This is an optimization exercise on Yosys and OpenROAD, whose aim is a short achievable clock period and few clock cycles, not a production implementation. The RTL was checked by simulation tests, not by an equivalence proof against the original design. Power and IR drop assume default switching activity.

==> try-harbor <==
Design mips, start of the top module:
module mips(
    input clk,
    input rst,
    output [9:0] imem_addr,
    input [31:0] imem_rdata,
    output [9:0] dmem_addr,
    input [31:0] dmem_rdata,
    output dmem_we,
    output [3:0] dmem_wstrb,
    output [31:0] dmem_wdata
);
clock: 11.5 ns
lec_check: 0
cap_margin: 35
core_margin: 2
core_utilization: 50
cts_cluster_diameter: 60
cts_cluster_size: 30
place_density: 0.65
slew_margin: 30
tns_end_percent: 100
standard.sh (not shown) runs the stock make flow with config.mk's settings and CLKGATE_MAP_FILE= SYNTH_SCRIPT=/design/flow/synth_recipe.tcl, a recipe that flattens the netlist after the stock synthesis.
==> flow/flow/run.sh <==
#!/bin/bash
# Standard layout, with the timing repair steps asked to leave more setup slack than the
# clock needs (the constraint file is the standard flow's, unchanged).
set -euo pipefail
bash standard.sh SETUP_SLACK_MARGIN=8 TNS_END_PERCENT=100 finish > standard_flow.log 2>&1
==> try-lagoon (differences from try-harbor) <==
--- a/flow/design.v
+++ b/flow/design.v
@@ -9,24 +9,19 @@
     output [3:0] dmem_wstrb,
     output [31:0] dmem_wdata
 );
 reg [31:0] pc_f;
 reg [31:0] ir, pc_d, pc4_d;
 reg        v_d;
-reg        u_rs, u_rt;               
-reg        fx_rs, fm_rs, fw_rs, fx_rt, fm_rt, fw_rt;
-reg [31:0] ras_tgt, ras_link;
 reg [31:0] a_q, b_q, sd_q, alt_q;
 reg        e_we;                     
 reg [4:0]  e_rd;
 reg        e_load, e_lb, e_lbu, e_store, e_sb;
 reg        e_add, e_sub, e_slt, e_sltu, e_logic, e_sll, e_srl, e_sra;
 reg [3:0]  e_tt;                     
 reg [5:0]  e_mc;                     
-reg        e_addx;                   
-reg        e_jrp;                    
 reg        e_jr;                     
 reg        e_kill;                   
 reg [31:0] m_res;
 reg        m_we;
 reg [4:0]  m_rd;
 reg        m_load, m_lb, m_lbu;
@@ -99,31 +94,31 @@
 wire d_branch = d_beq | d_bne | d_rimm | d_blez | d_bgtz;
 wire d_ialu   = d_addiu | d_slti | d_sltiu | d_andi | d_ori | d_xori | d_lui;
 wire [4:0] d_dst = d_jal ? 5'd31 :
                    (r_type & ~d_jr) ? rd :
                    (d_ialu | d_load) ? rt : 5'd0;
 wire d_wr = (d_dst != 5'd0);
-wire use_rs = u_rs;
-wire use_rt = u_rt;
+wire use_rs = ~(d_j | d_jal | d_lui | d_shimm);
+wire use_rt = r_type | d_beq | d_bne | d_store;
 wire [31:0] rf_rs = (rs == 5'd0) ? 32'd0 : rf[rs];
 wire [31:0] rf_rt = (rt == 5'd0) ? 32'd0 : rf[rt];
-wire [31:0] rs_val = fw_rs ? w_val : rf_rs;
-wire [31:0] rt_val = fw_rt ? w_val : rf_rt;
+wire [31:0] rs_val = (w_we && w_rd == rs) ? w_val : rf_rs;
+wire [31:0] rt_val = (w_we && w_rd == rt) ? w_val : rf_rt;
 wire e_wv = e_we & ~e_kill;
-wire stall = v_d & e_load & ((use_rs & fx_rs) | (use_rt & fx_rt));
-wire rs_ex  = use_rs & fx_rs;
-wire rs_mem = use_rs & fm_rs;
-wire rt_ex  = use_rt & fx_rt;
-wire rt_mem = use_rt & fm_rt;
-wire b_imm = d_ialu | d_load | d_store | d_jal | d_jalr | d_jr;
+wire stall = v_d & e_load & e_wv &
+             ((use_rs & (e_rd == rs)) | (use_rt & (e_rd == rt)));
+wire rs_ex  = use_rs & e_wv & (e_rd == rs);
+wire rs_mem = use_rs & m_we & (m_rd == rs);
+wire rt_ex  = use_rt & e_wv & (e_rd == rt);
+wire rt_mem = use_rt & m_we & (m_rd == rt);
+wire b_imm = d_ialu | d_load | d_store | d_jal | d_jalr;
 wire [31:0] simm = {{16{ir[15]}}, ir[15:0]};
 wire [31:0] zimm = {16'd0, ir[15:0]};
 wire [31:0] a_early = d_shimm ? {27'd0, sh} : rs_mem ? mem_val : rs_val;
 wire [31:0] rt_early = rt_mem ? mem_val : rt_val;
 wire [31:0] b_early = (d_jal | d_jalr) ? pc4_d :
-                   d_jr ? ras_link :
                    d_lui ? {ir[15:0], 16'd0} :
                    (d_andi | d_ori | d_xori) ? zimm :
                    (d_addiu | d_slti | d_sltiu | d_load | d_store) ? simm :
                    rt_early;
 wire [3:0] d_tt = (d_and | d_andi) ? 4'b1000 :
                   (d_or  | d_ori)  ? 4'b1110 :
@@ -132,24 +127,20 @@
                                      4'b1010;    
 wire d_logic = d_and | d_andi | d_or | d_ori | d_xor | d_xori | d_nor |
                d_lui | d_jal | d_jalr;
 wire        pred_t  = d_branch & ir[15];           
 wire [31:0] br_tgt  = pc_d + {simm[29:0], 2'b00};
 wire [31:0] j_tgt   = {pc_d[31:28], ir[25:0], 2'b00} + 32'h0000_3000;
-wire ex_zero = ((a_q ^ b_q) == {a_q[30:0] | b_q[30:0], 1'b0});
-wire fz = (d_beq | d_bne) & (rt == 5'd0) & rs_ex & e_addx;
-wire fz_taken = d_beq ? ex_zero : ~ex_zero;
-wire br_ids = d_branch & (fz ? fz_taken : pred_t);
-wire        id_redir = v_d & ~stall & (d_j | d_jal | d_jr | br_ids);
+wire        id_redir = v_d & ~stall & (d_j | d_jal | pred_t);
 wire [5:0] d_mc = {(d_beq & ~pred_t) | (d_bne & pred_t),
                    (d_bne & ~pred_t) | (d_beq & pred_t),
                    (d_bltz & ~pred_t) | (d_bgez & pred_t),
                    (d_bgez & ~pred_t) | (d_bltz & pred_t),
                    (d_blez & ~pred_t) | (d_bgtz & pred_t),
                    (d_bgtz & ~pred_t) | (d_blez & pred_t)};
-wire [31:0] id_tgt  = (d_j | d_jal) ? j_tgt : d_jr ? ras_tgt : br_tgt;
+wire [31:0] id_tgt  = (d_j | d_jal) ? j_tgt : br_tgt;
 function [32:0] ks_add;
     input [31:0] a, b;
     input cin;
     reg [31:0] p, g, pp, gg, pn, gn;
     integer i, d;
     begin
@@ -204,31 +195,24 @@
 wire a_eq   = (opa == opb);
 wire a_zero = (opa == 32'd0);
 wire a_neg  = opa[31];
 wire a_le   = a_neg | a_zero;
 wire mispred = (e_mc[5] & a_eq) | (e_mc[4] & ~a_eq) | (e_mc[3] & a_neg) |
                (e_mc[2] & ~a_neg) | (e_mc[1] & a_le) | (e_mc[0] & ~a_le);
-wire ex_redir = (mispred | e_jr | (e_jrp & ~a_eq)) & ~e_kill;
+wire ex_redir = (mispred | e_jr) & ~e_kill;
 wire [31:0] jr_tgt = opa + 32'h0000_3000;
-wire [31:0] ex_tgt = (e_jr | e_jrp) ? jr_tgt : alt_q;
+wire [31:0] ex_tgt = e_jr ? jr_tgt : alt_q;
 wire [1:0] ea = sum[1:0];
 wire [3:0] st_strb = e_sb ? (4'b0001 << ea) : 4'b1111;
 wire [31:0] st_data = e_sb ? {4{ops[7:0]}} : ops;
 assign imem_addr  = pc_f[11:2];
 assign dmem_addr  = m_res[11:2];
 assign dmem_we    = m_dwe;
 assign dmem_wstrb = m_strb;
 assign dmem_wdata = m_wdata;
 wire [31:0] pc4_f = pc_f + 32'd4;
-wire [4:0] n_rs = imem_rdata[25:21];
-wire [4:0] n_rt = imem_rdata[20:16];
-wire [5:0] n_op = imem_rdata[31:26];
-wire [5:0] n_fn = imem_rdata[5:0];
-wire n_use_rs = ~((n_op == 6'h02) | (n_op == 6'h03) | (n_op == 6'h0F) |
-                  ((n_op == 6'h00) & ((n_fn == 6'h00) | (n_fn == 6'h02) | (n_fn == 6'h03))));
-wire n_use_rt = (n_op == 6'h00) | (n_op == 6'h04) | (n_op == 6'h05) | (n_op == 6'h2B) | (n_op == 6'h28);
 wire [31:0] pc_seq = stall ? pc_f : id_redir ? id_tgt : pc4_f;
 always @(posedge clk or posedge rst) begin
     if (rst) begin
         pc_f <= 32'h0000_3000;
         v_d  <= 1'b0;
     end else begin
@@ -236,77 +220,46 @@
         v_d  <= ex_redir ? 1'b0 : stall ? v_d : ~id_redir;
     end
 end
 always @(posedge clk) begin
     if (~stall) begin
         ir    <= imem_rdata;
-        u_rs  <= n_use_rs;
-        u_rt  <= n_use_rt;
         pc_d  <= pc_f;
         pc4_d <= pc4_f;
     end
 end
 always @(posedge clk) begin
-    if (~stall) begin
-        fx_rs <= v_d & d_wr & (d_dst == n_rs);
-        fm_rs <= e_wv & (e_rd == n_rs);
-        fw_rs <= m_we & (m_rd == n_rs);
-        fx_rt <= v_d & d_wr & (d_dst == n_rt);
-        fm_rt <= e_wv & (e_rd == n_rt);
-        fw_rt <= m_we & (m_rd == n_rt);
-    end else begin
-        fx_rs <= 1'b0;
-        fm_rs <= fx_rs;
-        fw_rs <= fm_rs;
-        fx_rt <= 1'b0;
-        fm_rt <= fx_rt;
-        fw_rt <= fm_rt;
-    end
-end
-always @(posedge clk or posedge rst) begin
-    if (rst) begin
-        ras_tgt  <= 32'h0000_3000;
-        ras_link <= 32'd0;
-    end else if (v_d & ~stall & (d_jal | d_jalr)) begin
-        ras_tgt  <= pc4_d + 32'h0000_3000;
-        ras_link <= pc4_d;
-    end
-end
-always @(posedge clk) begin
     a_q   <= rs_ex ? ex_res : a_early;
     b_q   <= (rt_ex & ~b_imm) ? ex_res : b_early;
     sd_q  <= rt_ex ? ex_res : rt_early;
     e_rd  <= d_dst;
     e_lb  <= d_lb;
     e_lbu <= d_lbu;
     e_sb  <= d_sb;
     e_tt  <= d_tt;
     e_add <= d_addu | d_addiu | d_load | d_store;
     e_sub <= d_subu;
-    e_addx <= d_addu | d_addiu;
     e_slt <= d_sltr | d_slti;
     e_sltu <= d_sltur | d_sltiu;
     e_logic <= d_logic;
     e_sll <= d_sll | d_sllv;
     e_srl <= d_srl | d_srlv;
     e_sra <= d_sra | d_srav;
     alt_q <= pred_t ? pc4_d : br_tgt;
 end
 wire id_go = v_d & ~stall;
 always @(posedge clk or posedge rst) begin
     if (rst) begin
         e_we <= 1'b0; e_load <= 1'b0; e_store <= 1'b0; e_mc <= 6'd0; e_jr <= 1'b0;
-        e_jrp <= 1'b0;
         e_kill <= 1'b0;
     end else begin
         e_we    <= id_go & d_wr;
         e_load  <= id_go & d_load;
         e_store <= id_go & d_store;
-        e_mc    <= {6{id_go & ~fz}} & d_mc;
-        e_jr    <= id_go & d_jalr;
-        e_jrp   <= id_go & d_jr;
+        e_mc    <= {6{id_go}} & d_mc;
+        e_jr    <= id_go & (d_jr | d_jalr);
         e_kill  <= ex_redir;
     end
 end
 always @(posedge clk) begin
     m_res   <= ex_res;
     m_rd    <= e_rd;
==> flow/config.mk (replaced) <==
export PLATFORM = sky130hd
export DESIGN_NAME = mips
export DESIGN_NICKNAME = mips
export VERILOG_FILES = /design/flow/design.v
export SDC_FILE = /design/flow/constraint.sdc
export NUM_CORES = 4
export LEC_CHECK = 0
export CAP_MARGIN = 35
export CORE_MARGIN = 2
export CORE_UTILIZATION = 30
export PLACE_DENSITY = 0.5
export SLEW_MARGIN = 30
export TNS_END_PERCENT = 100
==> notes.md <==
- In try-lagoon the sequential share of layout area is lower than in try-harbor, by 2.1 points.
- Against try-lagoon, the clock skew of try-harbor is higher by 0.031 ns.
- Between try-harbor and try-lagoon, the lower design area is in try-harbor (gap about 1.1%, measured against try-lagoon).
- Cell count: try-harbor is smaller than try-lagoon (about 10%).
- In try-harbor the via count is larger than in try-lagoon, by about 4%.
- In try-lagoon the fmax is smaller than in try-harbor, by about 1.3%.
- Against try-lagoon, the non-clock buffer count of try-harbor is lower by 186.
- In try-harbor the clock power is smaller than in try-lagoon, by 8.7%.
- Global-route usage: try-harbor is higher than try-lagoon (16 points).
Testbench counts of try-harbor, summed over its fixed seeds: cycles 23,535.
Testbench counts of try-lagoon, summed over its fixed seeds: cycles 24,865.

afterwards: timing with drivers on the ports:
No port has a modelled driver above. Below, the same layouts with a new extraction and two added sets of constraints. Step 1, drivers: a clkbuf_16 drives clk and a buf_2 each remaining input, both assumed. Step 2 times the ports against the registers' clock, not the clock port: input delays grow and output delays shrink by t, the midpoint of the rising clock arrivals with the driver on. Three values: ideal, step 1, step 2; two values: the first two.
| run | shift t [ns] | setup WS [ns] | latest minus earliest clock arrival (ns) | slew at the worst register clock pin (ns) | cell pins on the clock port's net |
|---|---|---|---|---|---|
| try-harbor | 0.878 | 7.662 / 7.662 / 6.843 | 0.085 / 0.084 | 0.11 / 0.11 | 1 |
| try-lagoon | 0.916 | 7.612 / 7.612 / 7.017 | 0.051 / 0.051 | 0.07 / 0.07 | 1 |
After both steps every run listed still meets setup and hold. For try-harbor, which loses most, drivers alone change the setup slack by 0.000 ns; drivers and shift together by -0.819 ns.
